What follows belongs to an exercise in optimizing a design on an open flow for small area and a short achievable clock period; a production flow would make more cautious choices. Function was checked by simulation only, so behaviour that the tests miss may differ from the original. Power figures rest on the tool's default switching activity, not on a simulated workload.

==> flow/design.v (excerpt) <==
module processing_element (
    input clk,
    input [31:0] PCin,
    input [31:0] instruction,
    input mem_ack,
    input data_Ready,
    input [31:0] AmuxIn,
    input [31:0] BmuxIn,
    input        reset,
    output [31:0] mem_address,
    output reg reg_select,
    output reg mem_read,
    output [4:0] rs1Out,
    output [4:0] rs2Out,
    output [4:0] rdOut,
    output reg rdWrite,
    output mem_write,
    output [31:0] result_out,
    output reg read_en,
    output reg [31:0] PCout,
    output reg execution_complete
);
Size in the first run: roughly 250 I/O pins.
clock: 70.0 ns
lec_check: 0
abc_area: 1
cap_margin: 20
core_margin: 2
core_utilization: 40
place_density: 0.6
slew_margin: 20
synth_hierarchical: 1
standard.sh (not shown) runs the stock make flow with config.mk's settings and CLKGATE_MAP_FILE= SYNTH_SCRIPT=/design/flow/synth_recipe.tcl, a recipe that flattens the netlist after the stock synthesis.
==> flow/flow/run.sh <==
#!/bin/bash
# The standard layout, with the input and output port buffers made of
# the smallest buffer cell instead of the one buffer_ports picks by itself.
set -euo pipefail
export BUFFER_PORTS_ARGS="-buffer_cell sky130_fd_sc_hd__buf_1"
bash standard.sh > standard.log 2>&1
==> next run, changes <==
CORE_UTILIZATION = 60   (was 40)
CTS_BUF_LIST = sky130_fd_sc_hd__clkbuf_4 sky130_fd_sc_hd__clkbuf_8   (was not set)
PLACE_DENSITY = 0.7   (was 0.6)
SLEW_MARGIN = 60   (was 20)
The new run finished with timing, DRC and antenna clean.
Count of clock-buffer cells in the layout grows by 1.
Fmax stays flat.
Synthesized cell count is unchanged.
Worst setup slack loses 0.043 ns.
Sequential power stays flat.
Routed wire length came out higher by a few percent.
Global-route usage rises by 18 points.
Register-to-register slack improves by 1.0 ns.
Flip-flop and latch count does not change.
Power went down by a few percent.

========
processing_element, a different RTL version from the one above (not shown whole).
Size: roughly 250 I/O pins, about 25000 sq um of cells after synthesis.
Settings: LEC_CHECK=0, ABC_AREA=1, CAP_MARGIN=20, CORE_MARGIN=2, CORE_UTILIZATION=40, CTS_BUF_LIST=sky130_fd_sc_hd__clkbuf_4 sky130_fd_sc_hd__clkbuf_8, PLACE_DENSITY=0.6, SLEW_MARGIN=20, SYNTH_HIERARCHICAL=1; clock period 70.0 ns.
==> flow/flow/run.sh <==
#!/bin/bash
# The standard layout, with two changes to how it is made:
# - the input and output port buffers are the smallest buffer cell instead of
#   the one buffer_ports picks by itself;
# - ORFS's setup repair (after floorplan, CTS and global routing) works on
#   the paths whose slack is under 55 ns, so that it also shortens the worst
#   paths to and from the ports instead of stopping at 0 ns slack; it repairs
#   only the worst 50% of those endpoints.
set -euo pipefail
export BUFFER_PORTS_ARGS="-buffer_cell sky130_fd_sc_hd__buf_1"
export SETUP_SLACK_MARGIN=55
export TNS_END_PERCENT=50
bash standard.sh > standard.log 2>&1
Edit:
--- a/flow/flow/run.sh
+++ b/flow/flow/run.sh
@@ -7,3 +7,3 @@
 #   paths to and from the ports instead of stopping at 0 ns slack; it repairs
-#   only the worst 50% of those endpoints.
+#   only the worst 20% of those endpoints.
 set -euo pipefail
@@ -11,3 +11,3 @@
 export SETUP_SLACK_MARGIN=55
-export TNS_END_PERCENT=50
+export TNS_END_PERCENT=20
 bash standard.sh > standard.log 2>&1
- design area shrinks by 1.9%
- area after synthesis is unchanged
- global-route usage went down by 0.16 points
- register-to-register slack stays flat
- wire length drops by 0.47%
- total power is about the same
- worst setup slack stays flat
- die area is unchanged
Edit:
==> flow/flow/run.sh (replaced) <==
#!/bin/bash
# The standard layout, with the input and output port buffers made of
# the smallest buffer cell instead of the one buffer_ports picks by itself.
set -euo pipefail
export BUFFER_PORTS_ARGS="-buffer_cell sky130_fd_sc_hd__buf_1"
bash standard.sh > standard.log 2>&1
Outcome: Clock skew hardly moves; fmax came out lower by 2.3%; power is lower by 3.7%; worst setup slack is worse by 360 ps.

========
Setup of lane 5:
processing_element, a different RTL version from the one above (not shown whole).
Size: about 3,600 cells after synthesis, roughly 250 I/O pins, ~0.026 mm² of cells after synthesis.
## processing_element
module processing_element (
    input clk,
    input [31:0] PCin,
    input [31:0] instruction,
    input mem_ack,
    input data_Ready,
    input [31:0] AmuxIn,
    input [31:0] BmuxIn,
    input        reset,
    output [31:0] mem_address,
    output reg reg_select,
    output reg mem_read,
    output [4:0] rs1Out,
    output [4:0] rs2Out,
    output [4:0] rdOut,
    output reg rdWrite,
    output reg mem_write,
    output [31:0] result_out,
    output reg read_en,
    output reg [31:0] PCout,
    output reg execution_complete
);
    reg first;
    always @(posedge clk or posedge reset)
        if (reset) first <= 1'b1;
        else       first <= 1'b0;
    reg [31:7] ir;
    reg cLD, cIMM, cOP, cLUI, cST, cBR, cJAL;
    always @(posedge clk)
        if (first) begin
            ir   <= instruction[31:7];
            cLD  <= instruction[6:0] == 7'b0000011;
            cIMM <= instruction[6:0] == 7'b0010011;
  ...
Settings: LEC_CHECK=0, ABC_AREA=1, CAP_MARGIN=20, CORE_MARGIN=2, CORE_UTILIZATION=40, CTS_BUF_LIST=sky130_fd_sc_hd__clkbuf_4 sky130_fd_sc_hd__clkbuf_8, PLACE_DENSITY=0.6, SLEW_MARGIN=20, SYNTH_HIERARCHICAL=1; clock period 70.0 ns.
==> flow/flow/run.sh <==
#!/bin/bash
# The standard layout, with two changes to how it is made:
# - the input and output port buffers are the smallest buffer cell instead of
#   the one buffer_ports picks by itself;
# - ORFS's setup repair (after floorplan, CTS and global routing) works on
#   the paths whose slack is under 55 ns, so that it also shortens the worst
#   paths to and from the ports instead of stopping at 0 ns slack; it repairs
#   only the worst 20% of those endpoints.
set -euo pipefail
export BUFFER_PORTS_ARGS="-buffer_cell sky130_fd_sc_hd__buf_1"
export SETUP_SLACK_MARGIN=55
export TNS_END_PERCENT=20
bash standard.sh > standard.log 2>&1
Modified inputs, lane 1 compared to lane 5
==> flow/flow/run.sh <==
#!/bin/bash
# The standard layout, with the input and output port buffers made of
# the smallest buffer cell instead of the one buffer_ports picks by itself.
set -euo pipefail
export BUFFER_PORTS_ARGS="-buffer_cell sky130_fd_sc_hd__buf_1"
bash standard.sh > standard.log 2>&1
Notes after the runs:
Against lane 5, worst setup slack in lane 1 came out worse. When lane 1 is set beside lane 5, its total of fill cells in the finished design turns out to be about 0.6% smaller. Lane 1 ends up with higher global routing met2 resource utilization than lane 5 does. As far as cell area after layout is concerned, lane 5 and lane 1 perform about the same. In lane 1 relative to lane 5, reported net switching power had gone up by a few percent. The routed wire length of lane 5 and that of lane 1 are within noise of each other. Lane 1 falls short of lane 5 in worst slack on hold paths. Min length of routed met2 wiring across lane 1 and lane 5: lane 1. Re met1 usage: lane 1 is 0.45 points up on lane 5. Number of antenna cells inserted in lane 1 is 2 below lane 5.

[static timing again, ports no longer ideal]
Ports are ideal in the flow. The routed layouts listed here were re-timed in OpenROAD. Step 1 (the two cells are an assumption about what drives the block):
set clk [get_ports {clk}]
set_driving_cell -lib_cell sky130_fd_sc_hd__clkbuf_16 $clk
set_driving_cell -lib_cell sky130_fd_sc_hd__buf_2 [delete_from_list [all_inputs] $clk]
Step 2 also shifts input and output timing later by t, the mid clock arrival at the registers, as if the neighbouring blocks saw the same clock. a / b / c = ideal / step 1 / step 2; a / b = the first two.
run | t (ns) | setup slack, ns | worst register clock-pin slew, ns | pins driven straight from the clock port
the first run of note 1 | 0.516 | 54.515 / 54.459 / 54.270 | 0.09 / 0.09 | 1
the second run of note 1 | 0.571 | 54.471 / 54.421 / 54.615 | 0.11 / 0.11 | 1
the first run of note 2 | 0.559 | 54.539 / 54.492 / 54.587 | 0.12 / 0.12 | 1
the second run of note 2 | 0.564 | 54.537 / 54.491 / 54.364 | 0.12 / 0.12 | 1
the third run of note 2 | 0.536 | 54.177 / 54.131 / 54.312 | 0.11 / 0.11 | 1
lane 5 | 0.564 | 54.541 / 54.494 / 54.367 | 0.11 / 0.11 | 1
lane 1 | 0.546 | 54.418 / 54.372 / 54.270 | 0.12 / 0.12 | 1
After both steps every run listed still meets setup and hold. The setup slack of the first run of note 1, which loses most, moves by -0.056 ns with the drivers and by -0.245 ns with both steps.
